Context: an optimization exercise on an open-source flow, tuned for small area. The choices shown serve that exercise and are no tape-out recipe. Only simulation tests tie the RTL to the original design; equivalence was not proved. Power figures rest on the tool's default switching activity, not on a simulated workload.

**design.v**
```verilog
`default_nettype none
module trigger_generator(
	input 	Clock,
	input 	Resetn,
	output 	cycle_out,
	output 	trig_out
);
	localparam DIVISOR_TRIG = 500;   
	localparam DIVISOR_CYCLE = 3000000;   
	reg [21:0] counter_cycle;   
	reg led_out;   
	always @(posedge Clock, negedge Resetn)
		if(!Resetn)
		begin
			counter_cycle <= 0;
			led_out <= 0;
		end else
		begin
			if(counter_cycle == DIVISOR_CYCLE - 1)
			begin
				counter_cycle <= 0;
				led_out <= ~led_out;   
			end else
			begin
				counter_cycle <= counter_cycle + 1;
			end
		end
	assign cycle_out = led_out;
	reg trig_out_q;
	always @(posedge Clock)
		trig_out_q <= (counter_cycle < DIVISOR_TRIG);
	assign trig_out = trig_out_q;   
endmodule
`default_nettype none
module echo_ticks(
	input 				clk,
	input 				rst_n,
	input					echo_in,
	output	reg [20:0]	width_ticks,
	output	reg		valid,
	output	reg		timeout,
	output				busy
);
	localparam CLK_HZ     		= 50000000;   
	localparam TIMEOUT_TICKS 	= 2000000;    
    reg echo_meta, echo_sync, echo_prev;
    always @(posedge clk or negedge rst_n) begin
        if (!rst_n) begin
            echo_meta <= 1'b0;
            echo_sync <= 1'b0;
            echo_prev <= 1'b0;
        end else begin
            echo_meta <= echo_in;
            echo_sync <= echo_meta;
            echo_prev <= echo_sync;
        end
    end
    wire rising  =  echo_sync & ~echo_prev;
    wire falling = ~echo_sync &  echo_prev;
    reg        counting;
    reg [20:0] count;
    assign busy = counting;
    always @(posedge clk or negedge rst_n) begin
        if (!rst_n) begin
            counting     <= 1'b0;
            count        <= 21'd0;
            width_ticks  <= 21'd0;
            valid        <= 1'b0;
            timeout      <= 1'b0;
        end else begin
            valid   <= 1'b0;
            timeout <= 1'b0;
            if (!counting) begin
                if (rising) begin
                    counting <= 1'b1;
                    count    <= 21'd0;
                end
            end else begin
                count <= count + 21'd1;
                if (falling) begin
                    counting    <= 1'b0;
                    width_ticks <= count;
                    valid       <= 1'b1;
                end else if (count >= (TIMEOUT_TICKS - 1)) begin
                    counting    <= 1'b0;
                    width_ticks <= TIMEOUT_TICKS;
                    timeout     <= 1'b1;
                end
            end
        end
    end	
endmodule
`default_nettype none
module show_ticks_cm_3hex
#(
    parameter LEADING_BLANK = 1   
)
(
    input             clk,
    input             rst_n,          
    input             sample,         
    input      [20:0] ticks_20ns,     
    output reg [6:0]  HEX2,           
    output reg [6:0]  HEX1,           
    output reg [6:0]  HEX0            
);
    reg [20:0] ticks_q;
    always @(posedge clk or negedge rst_n) begin
        if (!rst_n) ticks_q <= 21'd0;
        else if (sample) ticks_q <= ticks_20ns;
    end
    function [9:0] ticks_to_cm10;   
        input [20:0] t;
        reg   [47:0] p;             
        begin
            p = (t * 16'd46282) + 48'd67108864;  
            ticks_to_cm10 = p[47:27];            
        end
    endfunction
	wire [9:0] cm_raw = ticks_to_cm10(ticks_q);
    wire [9:0] cm_clamped = (cm_raw > 10'd400) ? 10'd400 : cm_raw;
    wire [3:0] bcd_h, bcd_t, bcd_o;
	 bin_to_bcd3 u_b2b (
        .bin (cm_clamped),   
        .h   (bcd_h),
        .t   (bcd_t),
        .o   (bcd_o)
    );
    wire [6:0] seg_h = (LEADING_BLANK && (bcd_h == 4'd0)) ? 7'b1111111 : seg7(bcd_h);
    wire [6:0] seg_t = (LEADING_BLANK && (bcd_h == 4'd0) && (bcd_t == 4'd0))
                       ? 7'b1111111 : seg7(bcd_t);
    wire [6:0] seg_o = seg7(bcd_o);
    always @(posedge clk or negedge rst_n) begin
        if (!rst_n) begin
            HEX2 <= 7'b1111111;
            HEX1 <= 7'b1111111;
            HEX0 <= 7'b1111111;
        end else begin
            HEX2 <= seg_h;
            HEX1 <= seg_t;
            HEX0 <= seg_o;
        end
    end
    function [6:0] seg7;
        input [3:0] d;
        begin
            case (d)
                4'd0: seg7 = 7'b1000000;
                4'd1: seg7 = 7'b1111001;
                4'd2: seg7 = 7'b0100100;
                4'd3: seg7 = 7'b0110000;
                4'd4: seg7 = 7'b0011001;
                4'd5: seg7 = 7'b0010010;
                4'd6: seg7 = 7'b0000010;
                4'd7: seg7 = 7'b1111000;
                4'd8: seg7 = 7'b0000000;
                4'd9: seg7 = 7'b0010000;
                default: seg7 = 7'b1111111;  
            endcase
        end
    endfunction
endmodule
module bin_to_bcd3 (
    input      [9:0] bin,      
    output reg [3:0] h,
    output reg [3:0] t,
    output reg [3:0] o
);
    integer i;
    reg [21:0] shift;
    always @* begin
        shift = {12'd0, bin};
        for (i = 0; i < 10; i = i + 1) begin
            if (shift[21:18] >= 4'd5) shift[21:18] = shift[21:18] + 4'd3;
            if (shift[17:14] >= 4'd5) shift[17:14] = shift[17:14] + 4'd3;
            if (shift[13:10] >= 4'd5) shift[13:10] = shift[13:10] + 4'd3;
            shift = shift << 1;
        end
        h = shift[21:18];
        t = shift[17:14];
        o = shift[13:10];
    end
endmodule
`default_nettype none
module hc_sr04(
	input			clk,
	input			rst_n,
	input			echo_in,
	output			trig_out,
	output			cycle_out,
	output			valid,
	output			timeout,
	output			busy,
	output	[6:0]	hex2,
	output	[6:0]	hex1,
	output	[6:0]	hex0
);
	trigger_generator TG0(
		.Clock(clk),
		.Resetn(rst_n),
		.cycle_out(cycle_out),
		.trig_out(trig_out)
	);
	wire [20:0] ticks;   
	echo_ticks ET0(
		.clk(clk),
		.rst_n(rst_n),
		.echo_in(echo_in),
		.width_ticks(ticks),
		.valid(valid),
		.timeout(timeout),
		.busy(busy)
	);
	show_ticks_cm_3hex ST0(
		.clk(clk),
		.rst_n(rst_n),
		.sample(valid),
		.ticks_20ns(ticks),
		.HEX2(hex2),
		.HEX1(hex1),
		.HEX0(hex0)
	);
endmodule
```
**config.mk**
```make
export PLATFORM = sky130hd
export DESIGN_NAME = hc_sr04
export DESIGN_NICKNAME = hc_sr04
export VERILOG_FILES = /design/flow/design.v
export SDC_FILE = /design/flow/constraint.sdc
export NUM_CORES = 4
export LEC_CHECK = 0
export CAP_MARGIN = 20
export CORE_MARGIN = 2
export CORE_UTILIZATION = 40
export SLEW_MARGIN = 20
```
**constraint.sdc**
```tcl
create_clock -name core_clock -period 20.0 [get_ports {clk}]
set_input_delay 4.0000 -clock core_clock [delete_from_list [all_inputs] [get_ports {clk}]]
set_output_delay 4.0000 -clock core_clock [all_outputs]
set_load 0.01 [all_outputs]
```
**run.sh**
```bash
#!/bin/bash
# synth_recipe.tcl (not shown) runs the flow's synth.tcl, then flattens the netlist and writes it again
# the make line also repeats each setting of config.mk as NAME=value (left out here)
make -C /OpenROAD-flow-scripts/flow DESIGN_CONFIG=/design/flow/config.mk WORK_HOME=/design/flow/orfs CLKGATE_MAP_FILE= SYNTH_SCRIPT=/design/flow/synth_recipe.tcl finish
```
==> flow_summary.yaml <==
drt:
  vias: 9934
  wl_met2_mm: 13.4
  drt_pass1_iterations: 6
  vias_per_cell: 5.37
  route.detailed.drc: 0
  wl_mm: 29.4
  drt_iter0_markers: 610
  wl_met1_mm: 14.5
  top_layer: "met4"
  ant_nets: 0
  wl_met3_microns: 970
  post_drt_wl_per_cell_microns: 15.9
yosys:
  synthCells: 1421
  synth-compound-area-share_pct: 14.6
  synth_top_family_by_area: "adder cells"
  synthXorXnorAreaFrac_pct: 3.64
  synth_flop_cell: "dfrtp_1"
  synth_area_leaders: "dfrtp_1 18%, ha_1 17%, fa_1 15%"
  synth_edf_count: 0
  yosys_register_bits: 114
  syn_area_sq_um: 13000
  synth-simple-area-share_pct: 16.5
  synth-seq-area-share_pct: 22.2
  yosysTopAreaCellShare_pct: 17.7
  async_flop_share_pct: 99.1
  avgSynthCellArea_sq_um: 9.13
  synth_mux_area_share_pct: 4.08
  synth_area_leader_cell: "dfrtp_1"
  synthDistinctLibCells: 100
  synthAdderAreaFrac_pct: 31.6
  yosys_warnings: 4
sta:
  skew_ns: 0.00969
  tns_ns: 0
  grt_setup_unrepaired: "false"
  finalHoldViolations: 0
  setup_violations: 0
  period_needed_ns: 14.64
  relSlewSlack_pct: 36.8
  worst_slew_pin_slew_ns: 0.948
  max_freq_mhz: 68.3
  finalCritPeriodShare_pct: 73.2
  final-max-slew-violation-count: 0
floorplanning:
  rows: 65
  die_h_microns: 184
  ios: 29
  die-width_microns: 184
  dieArea_sq_um: 33900
  core_area_sq_um: 31700
  initial_core_util_pct: 40.9
setup_path:
  r2r_cells: 57
  cp.arrival_ns: 14.97
  cp_max_fo: 7
  r2r_end: "ST0.HEX1[1]$_DFF_PN1_"
  cp-end-kind: "flip-flop"
  cp_data_required_time_ns: 20.33
  slowest_delay_ns: 0.56
  path_class: "flip-flop to flip-flop"
  critPathSlowestCell: "fa_1"
  r2r-start: "ST0.ticks_q[2]$_DFFE_PN0P_"
  startpoint_type: "flip-flop"
  r2r_slack_ns: 5.36
  crit_path_frequent_cell: "ha_1"
pwr:
  swShare_pct: 35.0
  seqPwrFrac_pct: 29.5
  power.density_nw_per_um2: 62.3
  p_sw_w: 0.000311
  combPwrFrac_pct: 34.9
  p_int_w: 0.000577
  p_clk_share_pct: 35.6
  p_leak_nw: 7.26
  vdd_drop_max_mv: 0.0645
placement:
  dp_cells: 1817
  hpwl_mm: 24.0
  portBuffers: 28
  place.gp.congestion: 0.903
global_route:
  grtUsageTotal_pct: 18.3
  first_global_vias: 10103
  gr-total-overflow: 0
  grt_max_degree: 60
  grt_pass1_wl_mm: 50.3
  antenna_found_initial: 0
hold_path:
  hold_path_end: "ET0.echo_sync$_DFF_PN0_"
  worstHoldPathType: "flip-flop to flip-flop"
  min_from: "ET0.echo_meta$_DFF_PN0_"
  whs_path_depth: 0
cts:
  insertion_delay_ns: 0.40
  clock_path_buffers: 2
  hold_buffers: 0
  ctsResizeCount: 0
  clock-sinks: 114
  cts_setup_buffers: 0
  clk_pin_slew_worst_paths_ns: 0.05
  cts_htree_levels: 4
  cts-root-buf: "clkbuf_16"
  cts_made_buffers: 17
  cts_tree: "built"
final_layout:
  final_cells: 1849
  nFillCells: 3083
  area_delta_synth_final_pct: 9.89
  antenna_cells: 0
  multiInputGateArea_sq_um: 9150
  final_nets: 1708
  utilization_pct: 44.9
  drive_gt1_share_pct: 8.78
  seq_area_sq_um: 2870
status:
  status: "no timing/DRC/antenna violations"
run:
  drv_cap: 0
worst max-delay path by stage:
stage,startpoint,end,cells after the start
3_5_place_dp,ST0.ticks_q[2]$_DFFE_PN0P_,ST0.HEX1[1]$_DFF_PN1_,57
2_1_floorplan,ST0.ticks_q[2]$_DFFE_PN0P_,ST0.HEX1[1]$_DFF_PN1_,59
5_1_grt,ST0.ticks_q[2]$_DFFE_PN0P_,ST0.HEX1[1]$_DFF_PN1_,57
4_1_cts,ST0.ticks_q[2]$_DFFE_PN0P_,ST0.HEX1[1]$_DFF_PN1_,57
6_report,ST0.ticks_q[2]$_DFFE_PN0P_,ST0.HEX1[1]$_DFF_PN1_,57
3_3_place_gp,ST0.ticks_q[2]$_DFFE_PN0P_,ST0.HEX1[1]$_DFF_PN1_,57
critical path, delay by kind of cell (launching register included):
kind,cells,cell delay (ns)
AOI/OAI and AO/OA,13,3.28
xor gates and xnor gates,1,0.29
adders and majority gates,14,4.65
buffers and inverters,6,0.48
DFF,1,0.47
muxes,3,0.72
and+or+nand+nor,20,4.63
state kept, by name, indices dropped and copies added, names as in the netlist:
signal             count
ET0.counting           1
TG0.counter_cycle     22
ST0.HEX2               7
ST0.ticks_q           21
ST0.HEX0               7
ET0.echo_meta          1
ST0.HEX1               7
TG0.led_out            1
ET0.timeout            1
ET0.count             21
ET0.valid              1
TG0.trig_out_q         1
ET0.width_ticks       21
ET0.echo_prev          1
ET0.echo_sync          1
cell usage in the layout (no fill, tap or decap), drive strengths merged, types with 26 or more instances in the layout:
cell type,synthesis,routed
clkbuf,31,28
nand2,135,135
nor2,67,67
o21ai,80,80
nand3,55,55
mux2,26,26
clkdlybuf4s50,0,27
inv,207,208
dfrtp,92,92
xnor2,29,29
fa,95,95
a21oi,54,54
ha,176,176
nor3,30,30
layer usage:
layer	up-vias	track usage [%]
met4	0	5.12
met3	36	2.10
met2	178	29.9
met5	-	0
li1	4922	-
met1	4798	25.6
stage by stage:
| step | instance area, sq um | setup slack [ns] | hold slack (ns) | total power, W |
|---|---|---|---|---|
| 4_1_cts | 14300 | 5.42 | 0.357 | 0.000896 |
| 5_1_grt | 14300 | 4.08 | 0.363 | 0.000967 |
| 6_report | 14300 | 5.36 | 0.357 | 0.000888 |
| 2_1_floorplan | 13000 | 6.89 | 0.331 | 0.000500 |
| 3_3_place_gp | 13600 | 6.08 | 0.346 | 0.000567 |
| 3_5_place_dp | 13600 | 5.49 | 0.340 | 0.000572 |
Yosys cell counts, types with 6 or more instances:
| master | instances |
|---|---|
| a21oi_1 | 51 |
| ha_1 | 176 |
| nor2_1 | 65 |
| and3_1 | 18 |
| a211oi_1 | 12 |
| nand2_1 | 133 |
| o21ai_0 | 77 |
| o211ai_1 | 12 |
| nor2b_1 | 9 |
| clkbuf_1 | 31 |
| and2_1 | 16 |
| xnor2_1 | 29 |
| o21a_1 | 11 |
| a21o_1 | 15 |
| xor2_1 | 23 |
| or2_2 | 7 |
| mux2_2 | 22 |
| or3_1 | 11 |
| nor4_1 | 6 |
| o211a_1 | 6 |
| a31oi_1 | 8 |
| o31ai_1 | 9 |
| nor3_1 | 29 |
| nand4_1 | 24 |
| nand2b_1 | 10 |
| nand3_1 | 55 |
| dfstp_2 | 21 |
| mux2i_1 | 18 |
| dfrtp_1 | 92 |
| inv_1 | 206 |
| fa_1 | 95 |
logic make-up (layout without fill, tap and decap cells):
logic type               count (synthesis)  after routing
other                                    1              2
AO/OA/AOI/OAI                          273            273
adder cells (fa/ha/maj)                271            271
flip-flops                             114            114
multiplexers                            46             46
AND/OR/NAND/NOR                        418            418
buffers and inverters                  245            270
XOR/XNOR                                53             53
cell type report:
type,count,area share [%]
sequential,114,20.2
clock buffer,28,4.38
timing repair buffer,31,2.11
clock inverter,4,0.149
inverter,207,5.47
tap,402,3.53
multi-input combinational,1063,64.2
power by group through the flow:
stage | combinational (W) | sequential, W | clock [W]
after floorplan | 0.000243 | 0.000257 | 0
after global placement | 0.000302 | 0.000265 | 0
after detailed placement | 0.000306 | 0.000266 | 0
after CTS | 0.000311 | 0.000262 | 0.000323
after global routing | 0.000368 | 0.000265 | 0.000335
final | 0.000310 | 0.000262 | 0.000316

## re-timing with driven ports
In the flow no input, the clock included, has a driving cell. The finished layout below was timed again as built, in two steps. Step 1, drivers: a clkbuf_16 drives clk and a buf_2 each remaining input, both assumed. Step 2 moves the port delays by t, midway between the first and last clock arrival at a register: inputs arrive t later, outputs are due t later. That takes back most of the time a late clock gives input paths. Three values: ideal ports, drivers, drivers and shift; two values: the first two.
shift t [ns]: 0.443
slack for setup (ns): 5.361 / 5.361 / 5.361
worst setup path at the end: register to register
cell pins on the clock port's net: 1
After both steps setup and hold are still met in this run. For this run, drivers alone change the setup slack by 0.000 ns; drivers and shift together by 0.000 ns.
